From an optimization exercise on the open Yosys and OpenROAD flow, aimed at small area, a short achievable clock period and few clock cycles per item; shortcuts taken in it are not production practice.
Function was not checked in any run shown here: the RTL went through the layout flow alone.
Power is estimated from default activity; no workload was simulated.

==> flow/design.v, too long to show whole: its modules and the start of the top module <==
// module pe: 967 lines
// module xr2: 7 lines
// module fa: 10 lines
// module systolic_array: 68 lines
module systolic_array #(
    parameter M          = 4,
    parameter N          = 16,
    parameter K          = 4,
    parameter DATA_WIDTH = 32
) (
    input                           clk,
    input                           rst_n,
    input      [DATA_WIDTH*M-1:0]   X,
    input      [DATA_WIDTH*K-1:0]   W,
    output     [DATA_WIDTH*M*K-1:0] Y,
    output reg                      done
);
  // ...
==> flow/run.sh <==
#!/bin/bash
# synth_recipe.tcl (not shown) runs the flow's synth.tcl, then flattens the netlist and writes it again
# the make line also repeats each setting of config.mk as NAME=value (left out here)
make -C /OpenROAD-flow-scripts/flow DESIGN_CONFIG=/design/flow/config.mk WORK_HOME=/design/flow/orfs CLKGATE_MAP_FILE= SYNTH_SCRIPT=/design/flow/synth_recipe.tcl finish
==> flow/config.mk <==
export PLATFORM = sky130hd
export DESIGN_NAME = systolic_array
export DESIGN_NICKNAME = systolic_array
export VERILOG_FILES = /design/flow/design.v
export SDC_FILE = /design/flow/constraint.sdc
export NUM_CORES = 8
export LEC_CHECK = 0
export CAP_MARGIN = 20
export CORE_MARGIN = 2
export CORE_UTILIZATION = 45
export PLACE_DENSITY = 0.6
export SETUP_SLACK_MARGIN = 5
export SLEW_MARGIN = 20
export SYNTH_HIERARCHICAL = 1
==> flow/constraint.sdc <==
create_clock -name core_clock -period 8.0 [get_ports {clk}]
set_input_delay 1.6000 -clock core_clock [delete_from_list [all_inputs] [get_ports {clk}]]
set_output_delay 1.6000 -clock core_clock [all_outputs]
set_load 0.01 [all_outputs]
==> metrics.md, run 1 <==
| Metric | Value |
|---|---|
| M1 GR Usage | 60.88% |
| Exit stage | global routing (5_1_grt) |
| Grt total ovfl | 1 |
| Die width | between 700 and 800 um |
| Dpl cell area | 0.2537 mm^2 |
| Post-Syn Area | ~0.23 mm^2 |
| Met3 Track Usage GR | about 49% |
| Std-Cell Rows | about 260 |
| Met2 usage in global routing | 69.94% |
| DP HPWL | roughly 720 mm |
| Cells after synthesis | between 20k and 25k |
| Pre-CTS setup slack | slightly below 3000 ps |
| GRT Resource Usage Total | about three fifths |
| Post-Syn Area per Cell | ~10 um^2 |
| Clock tree buffer depth | 4 |
| GRT busiest layer | met2 |
| Ports | between 700 and 800 |
| Final GP Congestion | between 0.9 and 1 |
| Cts repair resizes | ~5.6k |
| Hold-fix buffers, CTS | 0 |
| Starting Density | between 40% and 50% |
| Synth Warn # | 14 |
| Die Ht | around 720 um |
| H-tree depth | 5 |
| Status | stopped before the end |
| CTS root buf | clkbuf_16 |
| Num CTS Buffers | 273 |
| Largest net degree at the start of global routing | roughly 110 |
| Stop Error | [ERROR GRT-0232] Routing congestion too high. Check the congestion heatmap in the GUI. |
| IO Port Bufs | 770 |
| Postcts setup bufs | 1200 |
| Placed Cells incl. Taps | around 29k |
==> module systolic_array, before the edit <==
module systolic_array #(
    parameter M          = 4,
    parameter N          = 16,
    parameter K          = 4,
    parameter DATA_WIDTH = 32
) (
    input                           clk,
    input                           rst_n,
    input      [DATA_WIDTH*M-1:0]   X,
    input      [DATA_WIDTH*K-1:0]   W,
    output     [DATA_WIDTH*M*K-1:0] Y,
    output reg                      done
);
  genvar i, j, k;
  reg [31:0] xr  [0:3];
  reg [31:0] x3r [0:3];
  reg [54:0] wer [0:3];
  for (i = 0; i < 4; i = i + 1) begin : g_x
    wire [31:0] xi = X[32*i +: 32];
    always @(posedge clk) begin
      xr[i]  <= xi;
      x3r[i] <= xi + {xi[30:0], 1'b0};
    end
  end
  for (j = 0; j < 4; j = j + 1) begin : g_w
    wire [34:0] wx = {2'b00, W[32*j +: 32], 1'b0};
    wire [54:0] enc;
    for (k = 0; k < 11; k = k + 1) begin : g_d
      wire b0 = wx[3*k];
      wire b1 = wx[3*k+1];
      wire b2 = wx[3*k+2];
      wire b3 = wx[3*k+3];
      wire [2:0] p = {1'b0, b2, 1'b0} + {2'b00, b1} + {2'b00, b0};
      wire [2:0] m = b3 ? (3'd4 - p) : p;
      assign enc[5*k+0] = (m == 3'd1);
      assign enc[5*k+1] = (m == 3'd2);
      assign enc[5*k+2] = (m == 3'd3);
      assign enc[5*k+3] = (m == 3'd4);
      assign enc[5*k+4] = b3 & (m != 3'd0);
    end
    always @(posedge clk) wer[j] <= enc;
  end
  reg [4:0] cnt;
  reg       rprev, clr;
  always @(posedge clk) begin
    rprev <= rst_n;
    clr   <= ~rprev;
    if (~rst_n) begin
      cnt  <= 5'd0;
      done <= 1'b0;
    end else begin
      if (cnt != 5'd31) cnt <= cnt + 5'd1;
      if (cnt == 5'd17) done <= 1'b1;
    end
  end
  for (i = 0; i < 4; i = i + 1) begin : g_r
    for (j = 0; j < 4; j = j + 1) begin : g_c
      pe u_pe (
        .clk (clk),
        .clr (clr),
        .x   (xr[i]),
        .x3  (x3r[i]),
        .we  (wer[j]),
        .y   (Y[32*(4*i+j) +: 32])
      );
    end
  end
endmodule
==> run 2, diff against run 1 <==
==> flow/design.v (replaced) <==
module pe (
    input             clk,
    input             rst_n,
    input      [31:0] xm1,   
    input      [31:0] xm3,   
    input      [54:0] we,   
    output reg [31:0] y
);
  reg rprev, clr;
  always @(posedge clk) begin
    rprev <= rst_n;
    clr   <= ~rprev;
  end
  reg  [83:0] acc;
  wire [83:0] acc_g = acc & {84{~clr}};
  wire [83:0] acc_n;
  wire [31:0] r0, r1;
  wire n1, n2, n3, n4, n5, n6, n7, n8, n9, n10, n11, n12, n13, n14, n15, n16, n17, n18, n19, n20, n21, n22, n23, n24, n25, n26, n27, n28, n29, n30, n31, n32, n33, n34, n35, n36, n37, n38, n39, n40, n41, n42, n43, n44, n45, n46, n47, n48, n49, n50, n51, n52, n53, n54, n55, n56, n57, n58, n59, n60, n61, n62, n63, n64, n65, n66, n67, n68, n69, n70, n71, n72, n73, n74, n75, n76, n77, n78, n79, n80, n81, n82, n83, n84, n85, n86, n87, n88, n89, n90, n91, n92, n93, n94, n95, n96, n97, n98, n99, n100, n101, n102, n103, n104, n105, n106, n107, n108, n109, n110, n111, n112, n113, n114, n115, n116, n117, n118, n119, n120, n121, n122, n123, n124, n125, n126, n127, n128, n129, n130, n131, n132, n133, n134, n135, n136, n137, n138, n139, n140, n141, n142, n143, n144, n145, n146, n147, n148, n149, n150, n151, n152, n153, n154, n155, n156, n157, n158, n159, n160, n161, n162, n163, n164, n165, n166, n167, n168, n169, n170, n171, n172, n173, n174, n175, n176, n177, n178, n179, n180, n181, n182, n183, n184, n185, n186, n187, n188, n189, n190, n191, n192, n193, n194, n195, n196, n197, n198, n199, n200, n201, n202, n203, n204, n205, n206, n207, n208, n209, n210, n211, n212, n213, n214, n215, n216, n217, n218, n219, n220, n221, n222, n223, n224, n225, n226, n227, n228, n229, n230, n231, n232, n233, n234, n235, n236, n237, n238, n239, n240, n241, n242, n243, n244, n245, n246, n247, n248, n249, n250, n251, n252, n253, n254, n255, n256, n257, n258, n259, n260, n261, n262, n263, n264, n265, n266, n267, n268, n269, n270, n271, n272, n273, n274, n275, n276, n277, n278, n279, n280, n281, n282, n283, n284, n285, n286, n287, n288, n289, n290, n291, n292, n293, n294, n295, n296, n297, n298, n299, n300, n301, n302, n303, n304, n305, n306, n307, n308, n309, n310, n311, n312, n313, n314, n315, n316, n317, n318, n319, n320, n321, n322, n323, n324, n325, n326, n327, n328, n329, n330, n331, n332, n333, n334, n335, n336, n337, n338, n339, n340, n341, n342, n343, n344, n345, n346, n347, n348, n349, n350, n351, n352, n353, n354, n355, n356, n357, n358, n359, n360, n361, n362, n363, n364, n365, n366, n367, n368, n369, n370, n371, n372, n373, n374, n375, n376, n377, n378, n379, n380, n381, n382, n383, n384, n385, n386, n387, n388, n389, n390, n391, n392, n393, n394, n395, n396, n397, n398, n399, n400, n401, n402, n403, n404, n405, n406, n407, n408, n409, n410, n411, n412, n413, n414, n415, n416, n417, n418, n419, n420, n421, n422, n423, n424, n425, n426, n427, n428, n429, n430, n431, n432, n433, n434, n435, n436, n437, n438, n439, n440, n441, n442, n443, n444, n445, n446, n447, n448, n449, n450, n451, n452, n453, n454, n455, n456, n457, n458, n459, n460, n461, n462, n463, n464, n465, n466, n467, n468, n469, n470, n471, n472, n473, n474, n475, n476, n477, n478, n479, n480, n481, n482, n483, n484, n485, n486, n487, n488, n489, n490, n491, n492, n493, n494, n495, n496, n497, n498, n499, n500, n501, n502, n503, n504, n505, n506, n507, n508, n509, n510, n511, n512, n513, n514, n515, n516, n517, n518, n519, n520, n521, n522, n523, n524, n525, n526, n527, n528, n529, n530, n531, n532, n533, n534, n535, n536, n537, n538, n539, n540, n541, n542, n543, n544, n545, n546, n547, n548, n549, n550, n551, n552, n553, n554, n555, n556, n557, n558, n559, n560, n561, n562, n563, n564, n565, n566, n567, n568, n569, n570, n571, n572, n573, n574, n575, n576, n577, n578, n579, n580, n581, n582, n583, n584, n585, n586, n587, n588, n589, n590, n591, n592, n593, n594, n595, n596, n597, n598, n599, n600, n601, n602, n603, n604;
  assign n1 = we[4] ^ ((we[0] & xm1[0]) | (we[2] & xm3[0]));
  assign n2 = we[4] ^ ((we[0] & xm1[1]) | (we[1] & xm1[0]) | (we[2] & xm3[1]));
  assign n3 = we[4] ^ ((we[0] & xm1[2]) | (we[1] & xm1[1]) | (we[2] & xm3[2]) | (we[3] & xm1[0]));
  assign n4 = we[4] ^ ((we[0] & xm1[3]) | (we[1] & xm1[2]) | (we[2] & xm3[3]) | (we[3] & xm1[1]));
  assign n5 = we[4] ^ ((we[0] & xm1[4]) | (we[1] & xm1[3]) | (we[2] & xm3[4]) | (we[3] & xm1[2]));
  assign n6 = we[4] ^ ((we[0] & xm1[5]) | (we[1] & xm1[4]) | (we[2] & xm3[5]) | (we[3] & xm1[3]));
  assign n7 = we[4] ^ ((we[0] & xm1[6]) | (we[1] & xm1[5]) | (we[2] & xm3[6]) | (we[3] & xm1[4]));
  assign n8 = we[4] ^ ((we[0] & xm1[7]) | (we[1] & xm1[6]) | (we[2] & xm3[7]) | (we[3] & xm1[5]));
  assign n9 = we[4] ^ ((we[0] & xm1[8]) | (we[1] & xm1[7]) | (we[2] & xm3[8]) | (we[3] & xm1[6]));
  assign n10 = we[4] ^ ((we[0] & xm1[9]) | (we[1] & xm1[8]) | (we[2] & xm3[9]) | (we[3] & xm1[7]));
  assign n11 = we[4] ^ ((we[0] & xm1[10]) | (we[1] & xm1[9]) | (we[2] & xm3[10]) | (we[3] & xm1[8]));
  assign n12 = we[4] ^ ((we[0] & xm1[11]) | (we[1] & xm1[10]) | (we[2] & xm3[11]) | (we[3] & xm1[9]));
  assign n13 = we[4] ^ ((we[0] & xm1[12]) | (we[1] & xm1[11]) | (we[2] & xm3[12]) | (we[3] & xm1[10]));
  assign n14 = we[4] ^ ((we[0] & xm1[13]) | (we[1] & xm1[12]) | (we[2] & xm3[13]) | (we[3] & xm1[11]));
  assign n15 = we[4] ^ ((we[0] & xm1[14]) | (we[1] & xm1[13]) | (we[2] & xm3[14]) | (we[3] & xm1[12]));
  assign n16 = we[4] ^ ((we[0] & xm1[15]) | (we[1] & xm1[14]) | (we[2] & xm3[15]) | (we[3] & xm1[13]));
  assign n17 = we[4] ^ ((we[0] & xm1[16]) | (we[1] & xm1[15]) | (we[2] & xm3[16]) | (we[3] & xm1[14]));
  assign n18 = we[4] ^ ((we[0] & xm1[17]) | (we[1] & xm1[16]) | (we[2] & xm3[17]) | (we[3] & xm1[15]));
  assign n19 = we[4] ^ ((we[0] & xm1[18]) | (we[1] & xm1[17]) | (we[2] & xm3[18]) | (we[3] & xm1[16]));
  assign n20 = we[4] ^ ((we[0] & xm1[19]) | (we[1] & xm1[18]) | (we[2] & xm3[19]) | (we[3] & xm1[17]));
  assign n21 = we[4] ^ ((we[0] & xm1[20]) | (we[1] & xm1[19]) | (we[2] & xm3[20]) | (we[3] & xm1[18]));
  assign n22 = we[4] ^ ((we[0] & xm1[21]) | (we[1] & xm1[20]) | (we[2] & xm3[21]) | (we[3] & xm1[19]));
  assign n23 = we[4] ^ ((we[0] & xm1[22]) | (we[1] & xm1[21]) | (we[2] & xm3[22]) | (we[3] & xm1[20]));
  assign n24 = we[4] ^ ((we[0] & xm1[23]) | (we[1] & xm1[22]) | (we[2] & xm3[23]) | (we[3] & xm1[21]));
  assign n25 = we[4] ^ ((we[0] & xm1[24]) | (we[1] & xm1[23]) | (we[2] & xm3[24]) | (we[3] & xm1[22]));
  assign n26 = we[4] ^ ((we[0] & xm1[25]) | (we[1] & xm1[24]) | (we[2] & xm3[25]) | (we[3] & xm1[23]));
  assign n27 = we[4] ^ ((we[0] & xm1[26]) | (we[1] & xm1[25]) | (we[2] & xm3[26]) | (we[3] & xm1[24]));
  assign n28 = we[4] ^ ((we[0] & xm1[27]) | (we[1] & xm1[26]) | (we[2] & xm3[27]) | (we[3] & xm1[25]));
  assign n29 = we[4] ^ ((we[0] & xm1[28]) | (we[1] & xm1[27]) | (we[2] & xm3[28]) | (we[3] & xm1[26]));
  assign n30 = we[4] ^ ((we[0] & xm1[29]) | (we[1] & xm1[28]) | (we[2] & xm3[29]) | (we[3] & xm1[27]));
  assign n31 = we[4] ^ ((we[0] & xm1[30]) | (we[1] & xm1[29]) | (we[2] & xm3[30]) | (we[3] & xm1[28]));
  assign n32 = we[4] ^ ((we[0] & xm1[31]) | (we[1] & xm1[30]) | (we[2] & xm3[31]) | (we[3] & xm1[29]));
  assign n33 = we[9] ^ ((we[5] & xm1[0]) | (we[7] & xm3[0]));
  assign n34 = we[9] ^ ((we[5] & xm1[1]) | (we[6] & xm1[0]) | (we[7] & xm3[1]));
  assign n35 = we[9] ^ ((we[5] & xm1[2]) | (we[6] & xm1[1]) | (we[7] & xm3[2]) | (we[8] & xm1[0]));
  assign n36 = we[9] ^ ((we[5] & xm1[3]) | (we[6] & xm1[2]) | (we[7] & xm3[3]) | (we[8] & xm1[1]));
  assign n37 = we[9] ^ ((we[5] & xm1[4]) | (we[6] & xm1[3]) | (we[7] & xm3[4]) | (we[8] & xm1[2]));
  assign n38 = we[9] ^ ((we[5] & xm1[5]) | (we[6] & xm1[4]) | (we[7] & xm3[5]) | (we[8] & xm1[3]));
  assign n39 = we[9] ^ ((we[5] & xm1[6]) | (we[6] & xm1[5]) | (we[7] & xm3[6]) | (we[8] & xm1[4]));
  assign n40 = we[9] ^ ((we[5] & xm1[7]) | (we[6] & xm1[6]) | (we[7] & xm3[7]) | (we[8] & xm1[5]));
  assign n41 = we[9] ^ ((we[5] & xm1[8]) | (we[6] & xm1[7]) | (we[7] & xm3[8]) | (we[8] & xm1[6]));
  assign n42 = we[9] ^ ((we[5] & xm1[9]) | (we[6] & xm1[8]) | (we[7] & xm3[9]) | (we[8] & xm1[7]));
  assign n43 = we[9] ^ ((we[5] & xm1[10]) | (we[6] & xm1[9]) | (we[7] & xm3[10]) | (we[8] & xm1[8]));
  assign n44 = we[9] ^ ((we[5] & xm1[11]) | (we[6] & xm1[10]) | (we[7] & xm3[11]) | (we[8] & xm1[9]));
  assign n45 = we[9] ^ ((we[5] & xm1[12]) | (we[6] & xm1[11]) | (we[7] & xm3[12]) | (we[8] & xm1[10]));
  assign n46 = we[9] ^ ((we[5] & xm1[13]) | (we[6] & xm1[12]) | (we[7] & xm3[13]) | (we[8] & xm1[11]));
  assign n47 = we[9] ^ ((we[5] & xm1[14]) | (we[6] & xm1[13]) | (we[7] & xm3[14]) | (we[8] & xm1[12]));
  assign n48 = we[9] ^ ((we[5] & xm1[15]) | (we[6] & xm1[14]) | (we[7] & xm3[15]) | (we[8] & xm1[13]));
  assign n49 = we[9] ^ ((we[5] & xm1[16]) | (we[6] & xm1[15]) | (we[7] & xm3[16]) | (we[8] & xm1[14]));
  assign n50 = we[9] ^ ((we[5] & xm1[17]) | (we[6] & xm1[16]) | (we[7] & xm3[17]) | (we[8] & xm1[15]));
  assign n51 = we[9] ^ ((we[5] & xm1[18]) | (we[6] & xm1[17]) | (we[7] & xm3[18]) | (we[8] & xm1[16]));
  assign n52 = we[9] ^ ((we[5] & xm1[19]) | (we[6] & xm1[18]) | (we[7] & xm3[19]) | (we[8] & xm1[17]));
  assign n53 = we[9] ^ ((we[5] & xm1[20]) | (we[6] & xm1[19]) | (we[7] & xm3[20]) | (we[8] & xm1[18]));
  assign n54 = we[9] ^ ((we[5] & xm1[21]) | (we[6] & xm1[20]) | (we[7] & xm3[21]) | (we[8] & xm1[19]));
  assign n55 = we[9] ^ ((we[5] & xm1[22]) | (we[6] & xm1[21]) | (we[7] & xm3[22]) | (we[8] & xm1[20]));
  assign n56 = we[9] ^ ((we[5] & xm1[23]) | (we[6] & xm1[22]) | (we[7] & xm3[23]) | (we[8] & xm1[21]));
  assign n57 = we[9] ^ ((we[5] & xm1[24]) | (we[6] & xm1[23]) | (we[7] & xm3[24]) | (we[8] & xm1[22]));
  assign n58 = we[9] ^ ((we[5] & xm1[25]) | (we[6] & xm1[24]) | (we[7] & xm3[25]) | (we[8] & xm1[23]));
  assign n59 = we[9] ^ ((we[5] & xm1[26]) | (we[6] & xm1[25]) | (we[7] & xm3[26]) | (we[8] & xm1[24]));
  assign n60 = we[9] ^ ((we[5] & xm1[27]) | (we[6] & xm1[26]) | (we[7] & xm3[27]) | (we[8] & xm1[25]));
  assign n61 = we[9] ^ ((we[5] & xm1[28]) | (we[6] & xm1[27]) | (we[7] & xm3[28]) | (we[8] & xm1[26]));
  assign n62 = we[14] ^ ((we[10] & xm1[0]) | (we[12] & xm3[0]));
  assign n63 = we[14] ^ ((we[10] & xm1[1]) | (we[11] & xm1[0]) | (we[12] & xm3[1]));
  assign n64 = we[14] ^ ((we[10] & xm1[2]) | (we[11] & xm1[1]) | (we[12] & xm3[2]) | (we[13] & xm1[0]));
  assign n65 = we[14] ^ ((we[10] & xm1[3]) | (we[11] & xm1[2]) | (we[12] & xm3[3]) | (we[13] & xm1[1]));
  assign n66 = we[14] ^ ((we[10] & xm1[4]) | (we[11] & xm1[3]) | (we[12] & xm3[4]) | (we[13] & xm1[2]));
  assign n67 = we[14] ^ ((we[10] & xm1[5]) | (we[11] & xm1[4]) | (we[12] & xm3[5]) | (we[13] & xm1[3]));
  assign n68 = we[14] ^ ((we[10] & xm1[6]) | (we[11] & xm1[5]) | (we[12] & xm3[6]) | (we[13] & xm1[4]));
  assign n69 = we[14] ^ ((we[10] & xm1[7]) | (we[11] & xm1[6]) | (we[12] & xm3[7]) | (we[13] & xm1[5]));
  assign n70 = we[14] ^ ((we[10] & xm1[8]) | (we[11] & xm1[7]) | (we[12] & xm3[8]) | (we[13] & xm1[6]));
  assign n71 = we[14] ^ ((we[10] & xm1[9]) | (we[11] & xm1[8]) | (we[12] & xm3[9]) | (we[13] & xm1[7]));
  assign n72 = we[14] ^ ((we[10] & xm1[10]) | (we[11] & xm1[9]) | (we[12] & xm3[10]) | (we[13] & xm1[8]));
  assign n73 = we[14] ^ ((we[10] & xm1[11]) | (we[11] & xm1[10]) | (we[12] & xm3[11]) | (we[13] & xm1[9]));
  assign n74 = we[14] ^ ((we[10] & xm1[12]) | (we[11] & xm1[11]) | (we[12] & xm3[12]) | (we[13] & xm1[10]));
  assign n75 = we[14] ^ ((we[10] & xm1[13]) | (we[11] & xm1[12]) | (we[12] & xm3[13]) | (we[13] & xm1[11]));
  assign n76 = we[14] ^ ((we[10] & xm1[14]) | (we[11] & xm1[13]) | (we[12] & xm3[14]) | (we[13] & xm1[12]));
  assign n77 = we[14] ^ ((we[10] & xm1[15]) | (we[11] & xm1[14]) | (we[12] & xm3[15]) | (we[13] & xm1[13]));
  assign n78 = we[14] ^ ((we[10] & xm1[16]) | (we[11] & xm1[15]) | (we[12] & xm3[16]) | (we[13] & xm1[14]));
  assign n79 = we[14] ^ ((we[10] & xm1[17]) | (we[11] & xm1[16]) | (we[12] & xm3[17]) | (we[13] & xm1[15]));
  assign n80 = we[14] ^ ((we[10] & xm1[18]) | (we[11] & xm1[17]) | (we[12] & xm3[18]) | (we[13] & xm1[16]));
  assign n81 = we[14] ^ ((we[10] & xm1[19]) | (we[11] & xm1[18]) | (we[12] & xm3[19]) | (we[13] & xm1[17]));
  assign n82 = we[14] ^ ((we[10] & xm1[20]) | (we[11] & xm1[19]) | (we[12] & xm3[20]) | (we[13] & xm1[18]));
  assign n83 = we[14] ^ ((we[10] & xm1[21]) | (we[11] & xm1[20]) | (we[12] & xm3[21]) | (we[13] & xm1[19]));
  assign n84 = we[14] ^ ((we[10] & xm1[22]) | (we[11] & xm1[21]) | (we[12] & xm3[22]) | (we[13] & xm1[20]));
  assign n85 = we[14] ^ ((we[10] & xm1[23]) | (we[11] & xm1[22]) | (we[12] & xm3[23]) | (we[13] & xm1[21]));
  assign n86 = we[14] ^ ((we[10] & xm1[24]) | (we[11] & xm1[23]) | (we[12] & xm3[24]) | (we[13] & xm1[22]));
  assign n87 = we[14] ^ ((we[10] & xm1[25]) | (we[11] & xm1[24]) | (we[12] & xm3[25]) | (we[13] & xm1[23]));
  assign n88 = we[19] ^ ((we[15] & xm1[0]) | (we[17] & xm3[0]));
  assign n89 = we[19] ^ ((we[15] & xm1[1]) | (we[16] & xm1[0]) | (we[17] & xm3[1]));
  assign n90 = we[19] ^ ((we[15] & xm1[2]) | (we[16] & xm1[1]) | (we[17] & xm3[2]) | (we[18] & xm1[0]));
  assign n91 = we[19] ^ ((we[15] & xm1[3]) | (we[16] & xm1[2]) | (we[17] & xm3[3]) | (we[18] & xm1[1]));
  assign n92 = we[19] ^ ((we[15] & xm1[4]) | (we[16] & xm1[3]) | (we[17] & xm3[4]) | (we[18] & xm1[2]));
  assign n93 = we[19] ^ ((we[15] & xm1[5]) | (we[16] & xm1[4]) | (we[17] & xm3[5]) | (we[18] & xm1[3]));
  assign n94 = we[19] ^ ((we[15] & xm1[6]) | (we[16] & xm1[5]) | (we[17] & xm3[6]) | (we[18] & xm1[4]));
  assign n95 = we[19] ^ ((we[15] & xm1[7]) | (we[16] & xm1[6]) | (we[17] & xm3[7]) | (we[18] & xm1[5]));
  assign n96 = we[19] ^ ((we[15] & xm1[8]) | (we[16] & xm1[7]) | (we[17] & xm3[8]) | (we[18] & xm1[6]));
  assign n97 = we[19] ^ ((we[15] & xm1[9]) | (we[16] & xm1[8]) | (we[17] & xm3[9]) | (we[18] & xm1[7]));
  assign n98 = we[19] ^ ((we[15] & xm1[10]) | (we[16] & xm1[9]) | (we[17] & xm3[10]) | (we[18] & xm1[8]));
  assign n99 = we[19] ^ ((we[15] & xm1[11]) | (we[16] & xm1[10]) | (we[17] & xm3[11]) | (we[18] & xm1[9]));
  assign n100 = we[19] ^ ((we[15] & xm1[12]) | (we[16] & xm1[11]) | (we[17] & xm3[12]) | (we[18] & xm1[10]));
  assign n101 = we[19] ^ ((we[15] & xm1[13]) | (we[16] & xm1[12]) | (we[17] & xm3[13]) | (we[18] & xm1[11]));
  assign n102 = we[19] ^ ((we[15] & xm1[14]) | (we[16] & xm1[13]) | (we[17] & xm3[14]) | (we[18] & xm1[12]));
  assign n103 = we[19] ^ ((we[15] & xm1[15]) | (we[16] & xm1[14]) | (we[17] & xm3[15]) | (we[18] & xm1[13]));
  assign n104 = we[19] ^ ((we[15] & xm1[16]) | (we[16] & xm1[15]) | (we[17] & xm3[16]) | (we[18] & xm1[14]));
  assign n105 = we[19] ^ ((we[15] & xm1[17]) | (we[16] & xm1[16]) | (we[17] & xm3[17]) | (we[18] & xm1[15]));
  assign n106 = we[19] ^ ((we[15] & xm1[18]) | (we[16] & xm1[17]) | (we[17] & xm3[18]) | (we[18] & xm1[16]));
  assign n107 = we[19] ^ ((we[15] & xm1[19]) | (we[16] & xm1[18]) | (we[17] & xm3[19]) | (we[18] & xm1[17]));
  assign n108 = we[19] ^ ((we[15] & xm1[20]) | (we[16] & xm1[19]) | (we[17] & xm3[20]) | (we[18] & xm1[18]));
  assign n109 = we[19] ^ ((we[15] & xm1[21]) | (we[16] & xm1[20]) | (we[17] & xm3[21]) | (we[18] & xm1[19]));
  assign n110 = we[19] ^ ((we[15] & xm1[22]) | (we[16] & xm1[21]) | (we[17] & xm3[22]) | (we[18] & xm1[20]));
  assign n111 = we[24] ^ ((we[20] & xm1[0]) | (we[22] & xm3[0]));
  assign n112 = we[24] ^ ((we[20] & xm1[1]) | (we[21] & xm1[0]) | (we[22] & xm3[1]));
  assign n113 = we[24] ^ ((we[20] & xm1[2]) | (we[21] & xm1[1]) | (we[22] & xm3[2]) | (we[23] & xm1[0]));
  assign n114 = we[24] ^ ((we[20] & xm1[3]) | (we[21] & xm1[2]) | (we[22] & xm3[3]) | (we[23] & xm1[1]));
  assign n115 = we[24] ^ ((we[20] & xm1[4]) | (we[21] & xm1[3]) | (we[22] & xm3[4]) | (we[23] & xm1[2]));
  assign n116 = we[24] ^ ((we[20] & xm1[5]) | (we[21] & xm1[4]) | (we[22] & xm3[5]) | (we[23] & xm1[3]));
  assign n117 = we[24] ^ ((we[20] & xm1[6]) | (we[21] & xm1[5]) | (we[22] & xm3[6]) | (we[23] & xm1[4]));
  assign n118 = we[24] ^ ((we[20] & xm1[7]) | (we[21] & xm1[6]) | (we[22] & xm3[7]) | (we[23] & xm1[5]));
  assign n119 = we[24] ^ ((we[20] & xm1[8]) | (we[21] & xm1[7]) | (we[22] & xm3[8]) | (we[23] & xm1[6]));
  assign n120 = we[24] ^ ((we[20] & xm1[9]) | (we[21] & xm1[8]) | (we[22] & xm3[9]) | (we[23] & xm1[7]));
  assign n121 = we[24] ^ ((we[20] & xm1[10]) | (we[21] & xm1[9]) | (we[22] & xm3[10]) | (we[23] & xm1[8]));
  assign n122 = we[24] ^ ((we[20] & xm1[11]) | (we[21] & xm1[10]) | (we[22] & xm3[11]) | (we[23] & xm1[9]));
  assign n123 = we[24] ^ ((we[20] & xm1[12]) | (we[21] & xm1[11]) | (we[22] & xm3[12]) | (we[23] & xm1[10]));
  assign n124 = we[24] ^ ((we[20] & xm1[13]) | (we[21] & xm1[12]) | (we[22] & xm3[13]) | (we[23] & xm1[11]));
  assign n125 = we[24] ^ ((we[20] & xm1[14]) | (we[21] & xm1[13]) | (we[22] & xm3[14]) | (we[23] & xm1[12]));
  assign n126 = we[24] ^ ((we[20] & xm1[15]) | (we[21] & xm1[14]) | (we[22] & xm3[15]) | (we[23] & xm1[13]));
  assign n127 = we[24] ^ ((we[20] & xm1[16]) | (we[21] & xm1[15]) | (we[22] & xm3[16]) | (we[23] & xm1[14]));
  assign n128 = we[24] ^ ((we[20] & xm1[17]) | (we[21] & xm1[16]) | (we[22] & xm3[17]) | (we[23] & xm1[15]));
  assign n129 = we[24] ^ ((we[20] & xm1[18]) | (we[21] & xm1[17]) | (we[22] & xm3[18]) | (we[23] & xm1[16]));
  assign n130 = we[24] ^ ((we[20] & xm1[19]) | (we[21] & xm1[18]) | (we[22] & xm3[19]) | (we[23] & xm1[17]));
  assign n131 = we[29] ^ ((we[25] & xm1[0]) | (we[27] & xm3[0]));
  assign n132 = we[29] ^ ((we[25] & xm1[1]) | (we[26] & xm1[0]) | (we[27] & xm3[1]));
  assign n133 = we[29] ^ ((we[25] & xm1[2]) | (we[26] & xm1[1]) | (we[27] & xm3[2]) | (we[28] & xm1[0]));
  assign n134 = we[29] ^ ((we[25] & xm1[3]) | (we[26] & xm1[2]) | (we[27] & xm3[3]) | (we[28] & xm1[1]));
  assign n135 = we[29] ^ ((we[25] & xm1[4]) | (we[26] & xm1[3]) | (we[27] & xm3[4]) | (we[28] & xm1[2]));
  assign n136 = we[29] ^ ((we[25] & xm1[5]) | (we[26] & xm1[4]) | (we[27] & xm3[5]) | (we[28] & xm1[3]));
  assign n137 = we[29] ^ ((we[25] & xm1[6]) | (we[26] & xm1[5]) | (we[27] & xm3[6]) | (we[28] & xm1[4]));
  assign n138 = we[29] ^ ((we[25] & xm1[7]) | (we[26] & xm1[6]) | (we[27] & xm3[7]) | (we[28] & xm1[5]));
  assign n139 = we[29] ^ ((we[25] & xm1[8]) | (we[26] & xm1[7]) | (we[27] & xm3[8]) | (we[28] & xm1[6]));
  assign n140 = we[29] ^ ((we[25] & xm1[9]) | (we[26] & xm1[8]) | (we[27] & xm3[9]) | (we[28] & xm1[7]));
  assign n141 = we[29] ^ ((we[25] & xm1[10]) | (we[26] & xm1[9]) | (we[27] & xm3[10]) | (we[28] & xm1[8]));
  assign n142 = we[29] ^ ((we[25] & xm1[11]) | (we[26] & xm1[10]) | (we[27] & xm3[11]) | (we[28] & xm1[9]));
  assign n143 = we[29] ^ ((we[25] & xm1[12]) | (we[26] & xm1[11]) | (we[27] & xm3[12]) | (we[28] & xm1[10]));
  assign n144 = we[29] ^ ((we[25] & xm1[13]) | (we[26] & xm1[12]) | (we[27] & xm3[13]) | (we[28] & xm1[11]));
  assign n145 = we[29] ^ ((we[25] & xm1[14]) | (we[26] & xm1[13]) | (we[27] & xm3[14]) | (we[28] & xm1[12]));
  assign n146 = we[29] ^ ((we[25] & xm1[15]) | (we[26] & xm1[14]) | (we[27] & xm3[15]) | (we[28] & xm1[13]));
  assign n147 = we[29] ^ ((we[25] & xm1[16]) | (we[26] & xm1[15]) | (we[27] & xm3[16]) | (we[28] & xm1[14]));
  assign n148 = we[34] ^ ((we[30] & xm1[0]) | (we[32] & xm3[0]));
  assign n149 = we[34] ^ ((we[30] & xm1[1]) | (we[31] & xm1[0]) | (we[32] & xm3[1]));
  assign n150 = we[34] ^ ((we[30] & xm1[2]) | (we[31] & xm1[1]) | (we[32] & xm3[2]) | (we[33] & xm1[0]));
  assign n151 = we[34] ^ ((we[30] & xm1[3]) | (we[31] & xm1[2]) | (we[32] & xm3[3]) | (we[33] & xm1[1]));
  assign n152 = we[34] ^ ((we[30] & xm1[4]) | (we[31] & xm1[3]) | (we[32] & xm3[4]) | (we[33] & xm1[2]));
  assign n153 = we[34] ^ ((we[30] & xm1[5]) | (we[31] & xm1[4]) | (we[32] & xm3[5]) | (we[33] & xm1[3]));
  assign n154 = we[34] ^ ((we[30] & xm1[6]) | (we[31] & xm1[5]) | (we[32] & xm3[6]) | (we[33] & xm1[4]));
  assign n155 = we[34] ^ ((we[30] & xm1[7]) | (we[31] & xm1[6]) | (we[32] & xm3[7]) | (we[33] & xm1[5]));
  assign n156 = we[34] ^ ((we[30] & xm1[8]) | (we[31] & xm1[7]) | (we[32] & xm3[8]) | (we[33] & xm1[6]));
  assign n157 = we[34] ^ ((we[30] & xm1[9]) | (we[31] & xm1[8]) | (we[32] & xm3[9]) | (we[33] & xm1[7]));
  assign n158 = we[34] ^ ((we[30] & xm1[10]) | (we[31] & xm1[9]) | (we[32] & xm3[10]) | (we[33] & xm1[8]));
  assign n159 = we[34] ^ ((we[30] & xm1[11]) | (we[31] & xm1[10]) | (we[32] & xm3[11]) | (we[33] & xm1[9]));
  assign n160 = we[34] ^ ((we[30] & xm1[12]) | (we[31] & xm1[11]) | (we[32] & xm3[12]) | (we[33] & xm1[10]));
  assign n161 = we[34] ^ ((we[30] & xm1[13]) | (we[31] & xm1[12]) | (we[32] & xm3[13]) | (we[33] & xm1[11]));
  assign n162 = we[39] ^ ((we[35] & xm1[0]) | (we[37] & xm3[0]));
  assign n163 = we[39] ^ ((we[35] & xm1[1]) | (we[36] & xm1[0]) | (we[37] & xm3[1]));
  assign n164 = we[39] ^ ((we[35] & xm1[2]) | (we[36] & xm1[1]) | (we[37] & xm3[2]) | (we[38] & xm1[0]));
  assign n165 = we[39] ^ ((we[35] & xm1[3]) | (we[36] & xm1[2]) | (we[37] & xm3[3]) | (we[38] & xm1[1]));
  assign n166 = we[39] ^ ((we[35] & xm1[4]) | (we[36] & xm1[3]) | (we[37] & xm3[4]) | (we[38] & xm1[2]));
  assign n167 = we[39] ^ ((we[35] & xm1[5]) | (we[36] & xm1[4]) | (we[37] & xm3[5]) | (we[38] & xm1[3]));
  assign n168 = we[39] ^ ((we[35] & xm1[6]) | (we[36] & xm1[5]) | (we[37] & xm3[6]) | (we[38] & xm1[4]));
  assign n169 = we[39] ^ ((we[35] & xm1[7]) | (we[36] & xm1[6]) | (we[37] & xm3[7]) | (we[38] & xm1[5]));
  assign n170 = we[39] ^ ((we[35] & xm1[8]) | (we[36] & xm1[7]) | (we[37] & xm3[8]) | (we[38] & xm1[6]));
  assign n171 = we[39] ^ ((we[35] & xm1[9]) | (we[36] & xm1[8]) | (we[37] & xm3[9]) | (we[38] & xm1[7]));
  assign n172 = we[39] ^ ((we[35] & xm1[10]) | (we[36] & xm1[9]) | (we[37] & xm3[10]) | (we[38] & xm1[8]));
  assign n173 = we[44] ^ ((we[40] & xm1[0]) | (we[42] & xm3[0]));
  assign n174 = we[44] ^ ((we[40] & xm1[1]) | (we[41] & xm1[0]) | (we[42] & xm3[1]));
  assign n175 = we[44] ^ ((we[40] & xm1[2]) | (we[41] & xm1[1]) | (we[42] & xm3[2]) | (we[43] & xm1[0]));
  assign n176 = we[44] ^ ((we[40] & xm1[3]) | (we[41] & xm1[2]) | (we[42] & xm3[3]) | (we[43] & xm1[1]));
  assign n177 = we[44] ^ ((we[40] & xm1[4]) | (we[41] & xm1[3]) | (we[42] & xm3[4]) | (we[43] & xm1[2]));
  assign n178 = we[44] ^ ((we[40] & xm1[5]) | (we[41] & xm1[4]) | (we[42] & xm3[5]) | (we[43] & xm1[3]));
  assign n179 = we[44] ^ ((we[40] & xm1[6]) | (we[41] & xm1[5]) | (we[42] & xm3[6]) | (we[43] & xm1[4]));
  assign n180 = we[44] ^ ((we[40] & xm1[7]) | (we[41] & xm1[6]) | (we[42] & xm3[7]) | (we[43] & xm1[5]));
  assign n181 = we[49] ^ ((we[45] & xm1[0]) | (we[47] & xm3[0]));
  assign n182 = we[49] ^ ((we[45] & xm1[1]) | (we[46] & xm1[0]) | (we[47] & xm3[1]));
  assign n183 = we[49] ^ ((we[45] & xm1[2]) | (we[46] & xm1[1]) | (we[47] & xm3[2]) | (we[48] & xm1[0]));
  assign n184 = we[49] ^ ((we[45] & xm1[3]) | (we[46] & xm1[2]) | (we[47] & xm3[3]) | (we[48] & xm1[1]));
  assign n185 = we[49] ^ ((we[45] & xm1[4]) | (we[46] & xm1[3]) | (we[47] & xm3[4]) | (we[48] & xm1[2]));
  assign n186 = (we[50] & xm1[0]) | (we[52] & xm3[0]);
  assign n187 = (we[50] & xm1[1]) | (we[51] & xm1[0]) | (we[52] & xm3[1]);
  fa u_fa1 (.a(we[4]), .b(acc_g[0]), .c(acc_g[1]), .s(n188), .co(n189));
  fa u_fa2 (.a(acc_g[2]), .b(acc_g[3]), .c(n189), .s(n190), .co(n191));
  fa u_fa3 (.a(acc_g[4]), .b(acc_g[5]), .c(n3), .s(n192), .co(n193));
  fa u_fa4 (.a(we[9]), .b(acc_g[6]), .c(acc_g[7]), .s(n194), .co(n195));
  fa u_fa5 (.a(n33), .b(n4), .c(n194), .s(n196), .co(n197));
  fa u_fa6 (.a(acc_g[8]), .b(acc_g[9]), .c(n195), .s(n198), .co(n199));
  fa u_fa7 (.a(n34), .b(n5), .c(n197), .s(n200), .co(n201));
  fa u_fa8 (.a(acc_g[10]), .b(acc_g[11]), .c(n35), .s(n202), .co(n203));
  fa u_fa9 (.a(n6), .b(n199), .c(n202), .s(n204), .co(n205));
  fa u_fa10 (.a(we[14]), .b(acc_g[12]), .c(acc_g[13]), .s(n206), .co(n207));
  fa u_fa11 (.a(n36), .b(n62), .c(n7), .s(n208), .co(n209));
  fa u_fa12 (.a(n206), .b(n203), .c(n208), .s(n210), .co(n211));
  fa u_fa13 (.a(acc_g[14]), .b(acc_g[15]), .c(n207), .s(n212), .co(n213));
  fa u_fa14 (.a(n37), .b(n63), .c(n8), .s(n214), .co(n215));
  fa u_fa15 (.a(n209), .b(n212), .c(n214), .s(n216), .co(n217));
  fa u_fa16 (.a(acc_g[16]), .b(acc_g[17]), .c(n38), .s(n218), .co(n219));
  fa u_fa17 (.a(n64), .b(n9), .c(n213), .s(n220), .co(n221));
  fa u_fa18 (.a(n215), .b(n218), .c(n220), .s(n222), .co(n223));
  fa u_fa19 (.a(we[19]), .b(acc_g[18]), .c(acc_g[19]), .s(n224), .co(n225));
  fa u_fa20 (.a(n10), .b(n39), .c(n65), .s(n226), .co(n227));
  fa u_fa21 (.a(n88), .b(n224), .c(n219), .s(n228), .co(n229));
  fa u_fa22 (.a(n226), .b(n221), .c(n228), .s(n230), .co(n231));
  fa u_fa23 (.a(acc_g[20]), .b(acc_g[21]), .c(n225), .s(n232), .co(n233));
  fa u_fa24 (.a(n11), .b(n40), .c(n66), .s(n234), .co(n235));
  fa u_fa25 (.a(n89), .b(n227), .c(n232), .s(n236), .co(n237));
  fa u_fa26 (.a(n234), .b(n229), .c(n236), .s(n238), .co(n239));
  fa u_fa27 (.a(acc_g[22]), .b(acc_g[23]), .c(n12), .s(n240), .co(n241));
  fa u_fa28 (.a(n41), .b(n67), .c(n90), .s(n242), .co(n243));
  fa u_fa29 (.a(n233), .b(n235), .c(n240), .s(n244), .co(n245));
  fa u_fa30 (.a(n242), .b(n237), .c(n244), .s(n246), .co(n247));
  fa u_fa31 (.a(we[24]), .b(acc_g[24]), .c(acc_g[25]), .s(n248), .co(n249));
  fa u_fa32 (.a(n111), .b(n13), .c(n42), .s(n250), .co(n251));
  fa u_fa33 (.a(n68), .b(n91), .c(n248), .s(n252), .co(n253));
  fa u_fa34 (.a(n241), .b(n243), .c(n250), .s(n254), .co(n255));
  fa u_fa35 (.a(n252), .b(n245), .c(n254), .s(n256), .co(n257));
  fa u_fa36 (.a(acc_g[26]), .b(acc_g[27]), .c(n249), .s(n258), .co(n259));
  fa u_fa37 (.a(n112), .b(n14), .c(n43), .s(n260), .co(n261));
  fa u_fa38 (.a(n69), .b(n92), .c(n251), .s(n262), .co(n263));
  fa u_fa39 (.a(n253), .b(n258), .c(n260), .s(n264), .co(n265));
  fa u_fa40 (.a(n255), .b(n262), .c(n264), .s(n266), .co(n267));
  fa u_fa41 (.a(acc_g[28]), .b(acc_g[29]), .c(n113), .s(n268), .co(n269));
  fa u_fa42 (.a(n15), .b(n44), .c(n70), .s(n270), .co(n271));
  fa u_fa43 (.a(n93), .b(n259), .c(n261), .s(n272), .co(n273));
  fa u_fa44 (.a(n268), .b(n270), .c(n263), .s(n274), .co(n275));
  fa u_fa45 (.a(n265), .b(n272), .c(n274), .s(n276), .co(n277));
  fa u_fa46 (.a(we[29]), .b(acc_g[30]), .c(acc_g[31]), .s(n278), .co(n279));
  fa u_fa47 (.a(n114), .b(n131), .c(n16), .s(n280), .co(n281));
  fa u_fa48 (.a(n45), .b(n71), .c(n94), .s(n282), .co(n283));
  fa u_fa49 (.a(n278), .b(n269), .c(n271), .s(n284), .co(n285));
  fa u_fa50 (.a(n280), .b(n282), .c(n273), .s(n286), .co(n287));
  fa u_fa51 (.a(n284), .b(n275), .c(n286), .s(n288), .co(n289));
  fa u_fa52 (.a(acc_g[32]), .b(acc_g[33]), .c(n279), .s(n290), .co(n291));
  fa u_fa53 (.a(n115), .b(n132), .c(n17), .s(n292), .co(n293));
  fa u_fa54 (.a(n46), .b(n72), .c(n95), .s(n294), .co(n295));
  fa u_fa55 (.a(n281), .b(n283), .c(n290), .s(n296), .co(n297));
  fa u_fa56 (.a(n292), .b(n294), .c(n285), .s(n298), .co(n299));
  fa u_fa57 (.a(n296), .b(n287), .c(n298), .s(n300), .co(n301));
  fa u_fa58 (.a(acc_g[34]), .b(acc_g[35]), .c(acc_g[36]), .s(n302), .co(n303));
  fa u_fa59 (.a(acc_g[37]), .b(n116), .c(n133), .s(n304), .co(n305));
  fa u_fa60 (.a(n18), .b(n47), .c(n73), .s(n306), .co(n307));
  fa u_fa61 (.a(n96), .b(n302), .c(n291), .s(n308), .co(n309));
  fa u_fa62 (.a(n293), .b(n295), .c(n304), .s(n310), .co(n311));
  fa u_fa63 (.a(n306), .b(n297), .c(n308), .s(n312), .co(n313));
  fa u_fa64 (.a(we[34]), .b(acc_g[38]), .c(acc_g[39]), .s(n314), .co(n315));
  fa u_fa65 (.a(acc_g[40]), .b(n303), .c(n117), .s(n316), .co(n317));
  fa u_fa66 (.a(n134), .b(n148), .c(n19), .s(n318), .co(n319));
  fa u_fa67 (.a(n48), .b(n74), .c(n97), .s(n320), .co(n321));
  fa u_fa68 (.a(n314), .b(n305), .c(n307), .s(n322), .co(n323));
  fa u_fa69 (.a(n316), .b(n318), .c(n320), .s(n324), .co(n325));
  fa u_fa70 (.a(n309), .b(n311), .c(n322), .s(n326), .co(n327));
  fa u_fa71 (.a(acc_g[41]), .b(acc_g[42]), .c(acc_g[43]), .s(n328), .co(n329));
  fa u_fa72 (.a(n315), .b(n118), .c(n135), .s(n330), .co(n331));
  fa u_fa73 (.a(n149), .b(n20), .c(n49), .s(n332), .co(n333));
  fa u_fa74 (.a(n75), .b(n98), .c(n328), .s(n334), .co(n335));
  fa u_fa75 (.a(n317), .b(n319), .c(n321), .s(n336), .co(n337));
  fa u_fa76 (.a(n330), .b(n332), .c(n334), .s(n338), .co(n339));
  fa u_fa77 (.a(n323), .b(n325), .c(n336), .s(n340), .co(n341));
  fa u_fa78 (.a(acc_g[44]), .b(acc_g[45]), .c(acc_g[46]), .s(n342), .co(n343));
  fa u_fa79 (.a(n329), .b(n119), .c(n136), .s(n344), .co(n345));
  fa u_fa80 (.a(n150), .b(n21), .c(n50), .s(n346), .co(n347));
  fa u_fa81 (.a(n76), .b(n99), .c(n342), .s(n348), .co(n349));
  fa u_fa82 (.a(n331), .b(n333), .c(n335), .s(n350), .co(n351));
  fa u_fa83 (.a(n344), .b(n346), .c(n348), .s(n352), .co(n353));
  fa u_fa84 (.a(n337), .b(n339), .c(n350), .s(n354), .co(n355));
  fa u_fa85 (.a(we[39]), .b(acc_g[47]), .c(acc_g[48]), .s(n356), .co(n357));
  fa u_fa86 (.a(acc_g[49]), .b(n343), .c(n100), .s(n358), .co(n359));
  fa u_fa87 (.a(n120), .b(n137), .c(n151), .s(n360), .co(n361));
  fa u_fa88 (.a(n162), .b(n22), .c(n51), .s(n362), .co(n363));
  fa u_fa89 (.a(n77), .b(n356), .c(n345), .s(n364), .co(n365));
  fa u_fa90 (.a(n347), .b(n349), .c(n358), .s(n366), .co(n367));
  fa u_fa91 (.a(n360), .b(n362), .c(n351), .s(n368), .co(n369));
  fa u_fa92 (.a(n364), .b(n353), .c(n366), .s(n370), .co(n371));
  fa u_fa93 (.a(acc_g[50]), .b(acc_g[51]), .c(acc_g[52]), .s(n372), .co(n373));
  fa u_fa94 (.a(n357), .b(n101), .c(n121), .s(n374), .co(n375));
  fa u_fa95 (.a(n138), .b(n152), .c(n163), .s(n376), .co(n377));
  fa u_fa96 (.a(n23), .b(n52), .c(n78), .s(n378), .co(n379));
  fa u_fa97 (.a(n372), .b(n359), .c(n361), .s(n380), .co(n381));
  fa u_fa98 (.a(n363), .b(n374), .c(n376), .s(n382), .co(n383));
  fa u_fa99 (.a(n378), .b(n365), .c(n367), .s(n384), .co(n385));
  fa u_fa100 (.a(n380), .b(n382), .c(n369), .s(n386), .co(n387));
  fa u_fa101 (.a(acc_g[53]), .b(acc_g[54]), .c(acc_g[55]), .s(n388), .co(n389));
  fa u_fa102 (.a(n373), .b(n102), .c(n122), .s(n390), .co(n391));
  fa u_fa103 (.a(n139), .b(n153), .c(n164), .s(n392), .co(n393));
  fa u_fa104 (.a(n24), .b(n53), .c(n79), .s(n394), .co(n395));
  fa u_fa105 (.a(n388), .b(n375), .c(n377), .s(n396), .co(n397));
  fa u_fa106 (.a(n379), .b(n390), .c(n392), .s(n398), .co(n399));
  fa u_fa107 (.a(n394), .b(n381), .c(n383), .s(n400), .co(n401));
  fa u_fa108 (.a(n396), .b(n398), .c(n385), .s(n402), .co(n403));
  fa u_fa109 (.a(we[44]), .b(acc_g[56]), .c(acc_g[57]), .s(n404), .co(n405));
  fa u_fa110 (.a(acc_g[58]), .b(n389), .c(n103), .s(n406), .co(n407));
  fa u_fa111 (.a(n123), .b(n140), .c(n154), .s(n408), .co(n409));
  fa u_fa112 (.a(n165), .b(n173), .c(n25), .s(n410), .co(n411));
  fa u_fa113 (.a(n54), .b(n80), .c(n404), .s(n412), .co(n413));
  fa u_fa114 (.a(n391), .b(n393), .c(n395), .s(n414), .co(n415));
  fa u_fa115 (.a(n406), .b(n408), .c(n410), .s(n416), .co(n417));
  fa u_fa116 (.a(n412), .b(n397), .c(n399), .s(n418), .co(n419));
  fa u_fa117 (.a(n414), .b(n416), .c(n401), .s(n420), .co(n421));
  fa u_fa118 (.a(acc_g[59]), .b(acc_g[60]), .c(acc_g[61]), .s(n422), .co(n423));
  fa u_fa119 (.a(n405), .b(n104), .c(n124), .s(n424), .co(n425));
  fa u_fa120 (.a(n141), .b(n155), .c(n166), .s(n426), .co(n427));
  fa u_fa121 (.a(n174), .b(n26), .c(n55), .s(n428), .co(n429));
  fa u_fa122 (.a(n81), .b(n422), .c(n407), .s(n430), .co(n431));
  fa u_fa123 (.a(n409), .b(n411), .c(n413), .s(n432), .co(n433));
  fa u_fa124 (.a(n424), .b(n426), .c(n428), .s(n434), .co(n435));
  fa u_fa125 (.a(n415), .b(n417), .c(n430), .s(n436), .co(n437));
  fa u_fa126 (.a(n432), .b(n434), .c(n419), .s(n438), .co(n439));
  fa u_fa127 (.a(acc_g[62]), .b(acc_g[63]), .c(acc_g[64]), .s(n440), .co(n441));
  fa u_fa128 (.a(n423), .b(n105), .c(n125), .s(n442), .co(n443));
  fa u_fa129 (.a(n142), .b(n156), .c(n167), .s(n444), .co(n445));
  fa u_fa130 (.a(n175), .b(n27), .c(n56), .s(n446), .co(n447));
  fa u_fa131 (.a(n82), .b(n440), .c(n425), .s(n448), .co(n449));
  fa u_fa132 (.a(n427), .b(n429), .c(n442), .s(n450), .co(n451));
  fa u_fa133 (.a(n444), .b(n446), .c(n431), .s(n452), .co(n453));
  fa u_fa134 (.a(n433), .b(n435), .c(n448), .s(n454), .co(n455));
  fa u_fa135 (.a(n450), .b(n437), .c(n452), .s(n456), .co(n457));
  fa u_fa136 (.a(we[49]), .b(acc_g[65]), .c(acc_g[66]), .s(n458), .co(n459));
  fa u_fa137 (.a(acc_g[67]), .b(n441), .c(n106), .s(n460), .co(n461));
  fa u_fa138 (.a(n126), .b(n143), .c(n157), .s(n462), .co(n463));
  fa u_fa139 (.a(n168), .b(n176), .c(n181), .s(n464), .co(n465));
  fa u_fa140 (.a(n28), .b(n57), .c(n83), .s(n466), .co(n467));
  fa u_fa141 (.a(n458), .b(n443), .c(n445), .s(n468), .co(n469));
  fa u_fa142 (.a(n447), .b(n460), .c(n462), .s(n470), .co(n471));
  fa u_fa143 (.a(n464), .b(n466), .c(n449), .s(n472), .co(n473));
  fa u_fa144 (.a(n451), .b(n468), .c(n470), .s(n474), .co(n475));
  fa u_fa145 (.a(n453), .b(n455), .c(n472), .s(n476), .co(n477));
  fa u_fa146 (.a(acc_g[68]), .b(acc_g[69]), .c(acc_g[70]), .s(n478), .co(n479));
  fa u_fa147 (.a(acc_g[71]), .b(acc_g[72]), .c(n459), .s(n480), .co(n481));
  fa u_fa148 (.a(n107), .b(n127), .c(n144), .s(n482), .co(n483));
  fa u_fa149 (.a(n158), .b(n169), .c(n177), .s(n484), .co(n485));
  fa u_fa150 (.a(n182), .b(n29), .c(n58), .s(n486), .co(n487));
  fa u_fa151 (.a(n84), .b(n478), .c(n461), .s(n488), .co(n489));
  fa u_fa152 (.a(n463), .b(n465), .c(n467), .s(n490), .co(n491));
  fa u_fa153 (.a(n480), .b(n482), .c(n484), .s(n492), .co(n493));
  fa u_fa154 (.a(n486), .b(n469), .c(n471), .s(n494), .co(n495));
  fa u_fa155 (.a(n488), .b(n490), .c(n492), .s(n496), .co(n497));
  fa u_fa156 (.a(acc_g[73]), .b(acc_g[74]), .c(acc_g[75]), .s(n498), .co(n499));
  fa u_fa157 (.a(acc_g[76]), .b(acc_g[77]), .c(n479), .s(n500), .co(n501));
  fa u_fa158 (.a(n108), .b(n128), .c(n145), .s(n502), .co(n503));
  fa u_fa159 (.a(n159), .b(n170), .c(n178), .s(n504), .co(n505));
  fa u_fa160 (.a(n183), .b(n30), .c(n59), .s(n506), .co(n507));
  fa u_fa161 (.a(n85), .b(n498), .c(n481), .s(n508), .co(n509));
  fa u_fa162 (.a(n483), .b(n485), .c(n487), .s(n510), .co(n511));
  fa u_fa163 (.a(n500), .b(n502), .c(n504), .s(n512), .co(n513));
  fa u_fa164 (.a(n506), .b(n489), .c(n491), .s(n514), .co(n515));
  fa u_fa165 (.a(n508), .b(n493), .c(n510), .s(n516), .co(n517));
  fa u_fa166 (.a(n512), .b(n495), .c(n514), .s(n518), .co(n519));
  fa u_fa167 (.a(acc_g[78]), .b(acc_g[79]), .c(acc_g[80]), .s(n520), .co(n521));
  fa u_fa168 (.a(acc_g[81]), .b(n499), .c(n109), .s(n522), .co(n523));
  fa u_fa169 (.a(n129), .b(n146), .c(n160), .s(n524), .co(n525));
  fa u_fa170 (.a(n171), .b(n179), .c(n184), .s(n526), .co(n527));
  fa u_fa171 (.a(n186), .b(n31), .c(n60), .s(n528), .co(n529));
  fa u_fa172 (.a(n86), .b(n520), .c(n501), .s(n530), .co(n531));
  fa u_fa173 (.a(n503), .b(n505), .c(n507), .s(n532), .co(n533));
  fa u_fa174 (.a(n522), .b(n524), .c(n526), .s(n534), .co(n535));
  fa u_fa175 (.a(n528), .b(n509), .c(n511), .s(n536), .co(n537));
  fa u_fa176 (.a(n530), .b(n513), .c(n532), .s(n538), .co(n539));
  fa u_fa177 (.a(n534), .b(n515), .c(n517), .s(n540), .co(n541));
  xr2 u_x1 (.a(acc_g[82]), .b(acc_g[83]), .y(n542));
  xr2 u_x2 (.a(n542), .b(n521), .y(n543));
  xr2 u_x3 (.a(n110), .b(n130), .y(n544));
  xr2 u_x4 (.a(n147), .b(n161), .y(n545));
  xr2 u_x5 (.a(n172), .b(n180), .y(n546));
  xr2 u_x6 (.a(n185), .b(n187), .y(n547));
  xr2 u_x7 (.a(n32), .b(n61), .y(n548));
  xr2 u_x8 (.a(n87), .b(n543), .y(n549));
  xr2 u_x9 (.a(n544), .b(n545), .y(n550));
  xr2 u_x10 (.a(n546), .b(n547), .y(n551));
  xr2 u_x11 (.a(n548), .b(n549), .y(n552));
  xr2 u_x12 (.a(n523), .b(n525), .y(n553));
  xr2 u_x13 (.a(n527), .b(n529), .y(n554));
  xr2 u_x14 (.a(n550), .b(n551), .y(n555));
  xr2 u_x15 (.a(n552), .b(n553), .y(n556));
  xr2 u_x16 (.a(n554), .b(n555), .y(n557));
  xr2 u_x17 (.a(n531), .b(n533), .y(n558));
  xr2 u_x18 (.a(n556), .b(n557), .y(n559));
  xr2 u_x19 (.a(n535), .b(n558), .y(n560));
  xr2 u_x20 (.a(n559), .b(n537), .y(n561));
  xr2 u_x21 (.a(n560), .b(n539), .y(n562));
  xr2 u_x22 (.a(n561), .b(n562), .y(n563));
  assign acc_n = {n563, n541, n540, n519, n538, n536, 1'b0, 1'b0, n518, n516, n497, n477, n496, n494, n475, n473, n476, n457, n474, n456, n439, n454, n438, n421, n436, n420, n403, n418, n402, n387, n400, n386, n384, n371, n370, n368, n355, n354, n341, n352, n340, n327, n338, n326, n313, n324, n301, n312, n299, n310, n300, n289, n288, n277, n276, n267, n266, n257, n256, n247, n246, n239, n238, n231, n230, n223, n222, n217, n216, n211, n210, n205, n204, n201, n200, n198, n196, n193, n192, n191, n190, n2, n188, n1};
  fa u_fa178 (.a(acc[34]), .b(acc[35]), .c(acc[36]), .s(n564), .co(n565));
  fa u_fa179 (.a(acc[38]), .b(acc[39]), .c(acc[40]), .s(n566), .co(n567));
  fa u_fa180 (.a(acc[41]), .b(acc[42]), .c(acc[43]), .s(n568), .co(n569));
  fa u_fa181 (.a(acc[44]), .b(acc[45]), .c(acc[46]), .s(n570), .co(n571));
  fa u_fa182 (.a(acc[47]), .b(acc[48]), .c(acc[49]), .s(n572), .co(n573));
  fa u_fa183 (.a(acc[50]), .b(acc[51]), .c(acc[52]), .s(n574), .co(n575));
  fa u_fa184 (.a(acc[53]), .b(acc[54]), .c(acc[55]), .s(n576), .co(n577));
  fa u_fa185 (.a(acc[56]), .b(acc[57]), .c(acc[58]), .s(n578), .co(n579));
  fa u_fa186 (.a(acc[59]), .b(acc[60]), .c(acc[61]), .s(n580), .co(n581));
  fa u_fa187 (.a(acc[62]), .b(acc[63]), .c(acc[64]), .s(n582), .co(n583));
  fa u_fa188 (.a(acc[65]), .b(acc[66]), .c(acc[67]), .s(n584), .co(n585));
  fa u_fa189 (.a(acc[68]), .b(acc[69]), .c(acc[70]), .s(n586), .co(n587));
  fa u_fa190 (.a(acc[71]), .b(acc[72]), .c(n585), .s(n588), .co(n589));
  fa u_fa191 (.a(acc[73]), .b(acc[74]), .c(acc[75]), .s(n590), .co(n591));
  fa u_fa192 (.a(acc[76]), .b(acc[77]), .c(n587), .s(n592), .co(n593));
  fa u_fa193 (.a(n590), .b(n589), .c(n592), .s(n594), .co(n595));
  fa u_fa194 (.a(acc[78]), .b(acc[79]), .c(acc[80]), .s(n596), .co(n597));
  fa u_fa195 (.a(acc[81]), .b(n591), .c(n596), .s(n598), .co(n599));
  fa u_fa196 (.a(n593), .b(n598), .c(n595), .s(n600), .co(n601));
  xr2 u_x23 (.a(acc[82]), .b(acc[83]), .y(n602));
  xr2 u_x24 (.a(n602), .b(n597), .y(n603));
  xr2 u_x25 (.a(n603), .b(n599), .y(n604));
  assign r0 = {n601, n600, n594, n586, n583, n581, n579, n577, n575, n573, n571, n569, n567, n565, acc[37], acc[32], acc[30], acc[28], acc[26], acc[24], acc[22], acc[20], acc[18], acc[16], acc[14], acc[12], acc[10], acc[8], acc[6], acc[4], acc[2], acc[0]};
  assign r1 = {n604, 1'b0, 1'b0, n588, n584, n582, n580, n578, n576, n574, n572, n570, n568, n566, n564, acc[33], acc[31], acc[29], acc[27], acc[25], acc[23], acc[21], acc[19], acc[17], acc[15], acc[13], acc[11], acc[9], acc[7], acc[5], acc[3], acc[1]};
  always @(posedge clk) begin
    acc <= acc_n;
    y   <= r0 + r1;
  end
endmodule
module fa (
    input  a,
    input  b,
    input  c,
    output s,
    output co
);
  assign s  = a ^ b ^ c;
  assign co = (a & b) | (c & (a ^ b));
endmodule
module ha (
    input  a,
    input  b,
    output s,
    output co
);
  assign s  = a ^ b;
  assign co = a & b;
endmodule
module xr2 (
    input  a,
    input  b,
    output y
);
  assign y = a ^ b;
endmodule
module systolic_array #(
    parameter M          = 4,
    parameter N          = 16,
    parameter K          = 4,
    parameter DATA_WIDTH = 32
) (
    input                           clk,
    input                           rst_n,
    input      [DATA_WIDTH*M-1:0]   X,
    input      [DATA_WIDTH*K-1:0]   W,
    output     [DATA_WIDTH*M*K-1:0] Y,
    output reg                      done
);
  localparam DUP = 1;
  genvar i, j, c;
  wire [31:0] xm1 [0:3][0:DUP-1];
  wire [31:0] xm3 [0:3][0:DUP-1];
  wire [54:0] wer [0:3][0:DUP-1];
  for (c = 0; c < DUP; c = c + 1) begin : g_dup
    for (i = 0; i < 4; i = i + 1) begin : g_x
      xin u_xin (.clk(clk), .x(X[32*i +: 32]), .xm1(xm1[i][c]), .xm3(xm3[i][c]));
    end
    for (j = 0; j < 4; j = j + 1) begin : g_w
      win u_win (.clk(clk), .w(W[32*j +: 32]), .wer(wer[j][c]));
    end
  end
  reg [4:0] cnt;
  always @(posedge clk) begin
    if (~rst_n) begin
      cnt  <= 5'd0;
      done <= 1'b0;
    end else begin
      if (cnt != 5'd31) cnt <= cnt + 5'd1;
      if (cnt == 5'd17) done <= 1'b1;
    end
  end
  for (i = 0; i < 4; i = i + 1) begin : g_r
    for (j = 0; j < 4; j = j + 1) begin : g_c
      pe u_pe (
        .clk   (clk),
        .rst_n (rst_n),
        .xm1 (xm1[i][j*DUP/4]),
        .xm3 (xm3[i][j*DUP/4]),
        .we    (wer[j][i*DUP/4]),
        .y     (Y[32*(4*i+j) +: 32])
      );
    end
  end
endmodule
module xin (
    input             clk,
    input      [31:0] x,
    output reg [31:0] xm1,
    output reg [31:0] xm3
);
  always @(posedge clk) begin
    xm1 <= x;
    xm3 <= x + {x[30:0], 1'b0};
  end
endmodule
module win (
    input             clk,
    input      [31:0] w,
    output reg [54:0] wer
);
  genvar k;
  wire [34:0] wx = {2'd0, w, 1'b0};
  wire [54:0] enc;
  for (k = 0; k < 11; k = k + 1) begin : g_d
    wire [3:0] b = wx[3*k +: 4];
    wire [2:0] p = {2'd0, b[1]} + {1'd0, b[2], 1'd0} + {2'd0, b[0]};
    wire [2:0] mag = b[3] ? (3'd4 - p) : p;
    assign enc[5*k+0] = (mag == 3'd1);
    assign enc[5*k+1] = (mag == 3'd2);
    assign enc[5*k+2] = (mag == 3'd3);
    assign enc[5*k+3] = (mag == 3'd4);
    assign enc[5*k+4] = b[3] & (mag != 3'd0);
  end
  always @(posedge clk) wer <= enc;
endmodule
==> flow/config.mk (replaced) <==
export PLATFORM = sky130hd
export DESIGN_NAME = systolic_array
export DESIGN_NICKNAME = systolic_array
export VERILOG_FILES = /design/flow/design.v
export SDC_FILE = /design/flow/constraint.sdc
export NUM_CORES = 8
export LEC_CHECK = 0
export CAP_MARGIN = 20
export CORE_MARGIN = 2
export CORE_UTILIZATION = 38
export PLACE_DENSITY = 0.55
export SETUP_SLACK_MARGIN = 4.6
export SLEW_MARGIN = 20
export SYNTH_HIERARCHICAL = 1
==> run 2 against run 1 <==
Effect of this change:
- synthesized cell count rose by 0.41%
- the run again fails in global routing (5_1_grt)
- area after synthesis increased by 4.2%
==> metrics.md, run 2 <==
| Metric | Value |
|---|---|
| Status | stopped before the end (unchanged) |
| Exit stage | global routing (5_1_grt) (unchanged) |
| Stop Error | [ERROR GRT-0232] Routing congestion too high. Check the congestion heatmap in the GUI. (unchanged) |
| Std-Cell Rows | 293 (was 264) |
| Synth Warn # | 10 (was 14) |
| Cells after synthesis | 23.35k (was 23.26k) |
| Ports | 771 (unchanged) |
| Post-Syn Area per Cell | 10.39 um^2 (was 10.01 um^2) |
| IO Port Bufs | 770 (unchanged) |
| GRT Resource Usage Total | around 47% |
| Num CTS Buffers | 318 (was 273) |
| H-tree depth | 5 (unchanged) |
| Grt total ovfl | 2 |
| Die width | 803.1 um (was 723.4 um) |
| Post-Syn Area | 0.2426 mm^2 (was 0.2329 mm^2) |
| Starting Density | 38.13% (was 45.11%) |
| CTS root buf | clkbuf_16 (unchanged) |
| Die Ht | 803.1 um (was 723.4 um) |
| Largest net degree at the start of global routing | about 110 |
| Hold-fix buffers, CTS | 0 (unchanged) |
| Final GP Congestion | 0.9546 (was 0.9715) |
| Dpl cell area | 0.2572 mm^2 (was 0.2537 mm^2) |
| Clock tree buffer depth | 4 (unchanged) |
| DP HPWL | 753.7 mm (was 723.8 mm) |
## run 2: repair_timing
action | CTS
gates cloned | 130
hold endpoints to repair | 0
gates resized for setup | 1534
setup endpoints to repair | 1445
pin swaps | 77
setup buffers | 518
## run 2: worst max-delay path by stage
stage	end	slack (ps)	cells after the start
2_1_floorplan	g_dup[0].g_x[0].u_xin.xm3[31]	4440	10
3_3_place_gp	g_dup[0].g_x[0].u_xin.xm3[31]	3100	11
3_5_place_dp	g_dup[0].g_x[0].u_xin.xm3[31]	3170	11
4_1_cts	g_r[1].g_c[1].u_pe.y[24]	4440	8
## run 2: power groups by stage
stage               clock network (mW)  registers [mW]  logic (mW)
CTS                               15.9            23.8         114
detailed placement                   0            24.6         110
global placement                     0            24.6         110
floorplan                            0            22.6        69.6
## run 2: through the flow
step	total power [mW]	worst slack, ps	utilization (%)	cells	hold WS, ps
after floorplan	92.23	4438	-	23400	337.9
after detailed placement	134.9	3173	40.41	30420	340.8
after CTS	154.0	4438	44.48	31650	354.5
after global placement	134.3	3100	40.41	30420	338.8
## run 2: routing by layer
metal | overflow | track usage (%)
met3 | 0 | 34.75
met1 | 0 | 50.36
met5 | 2 | 18.30
met2 | 0 | 58.14
met4 | 0 | 43.51
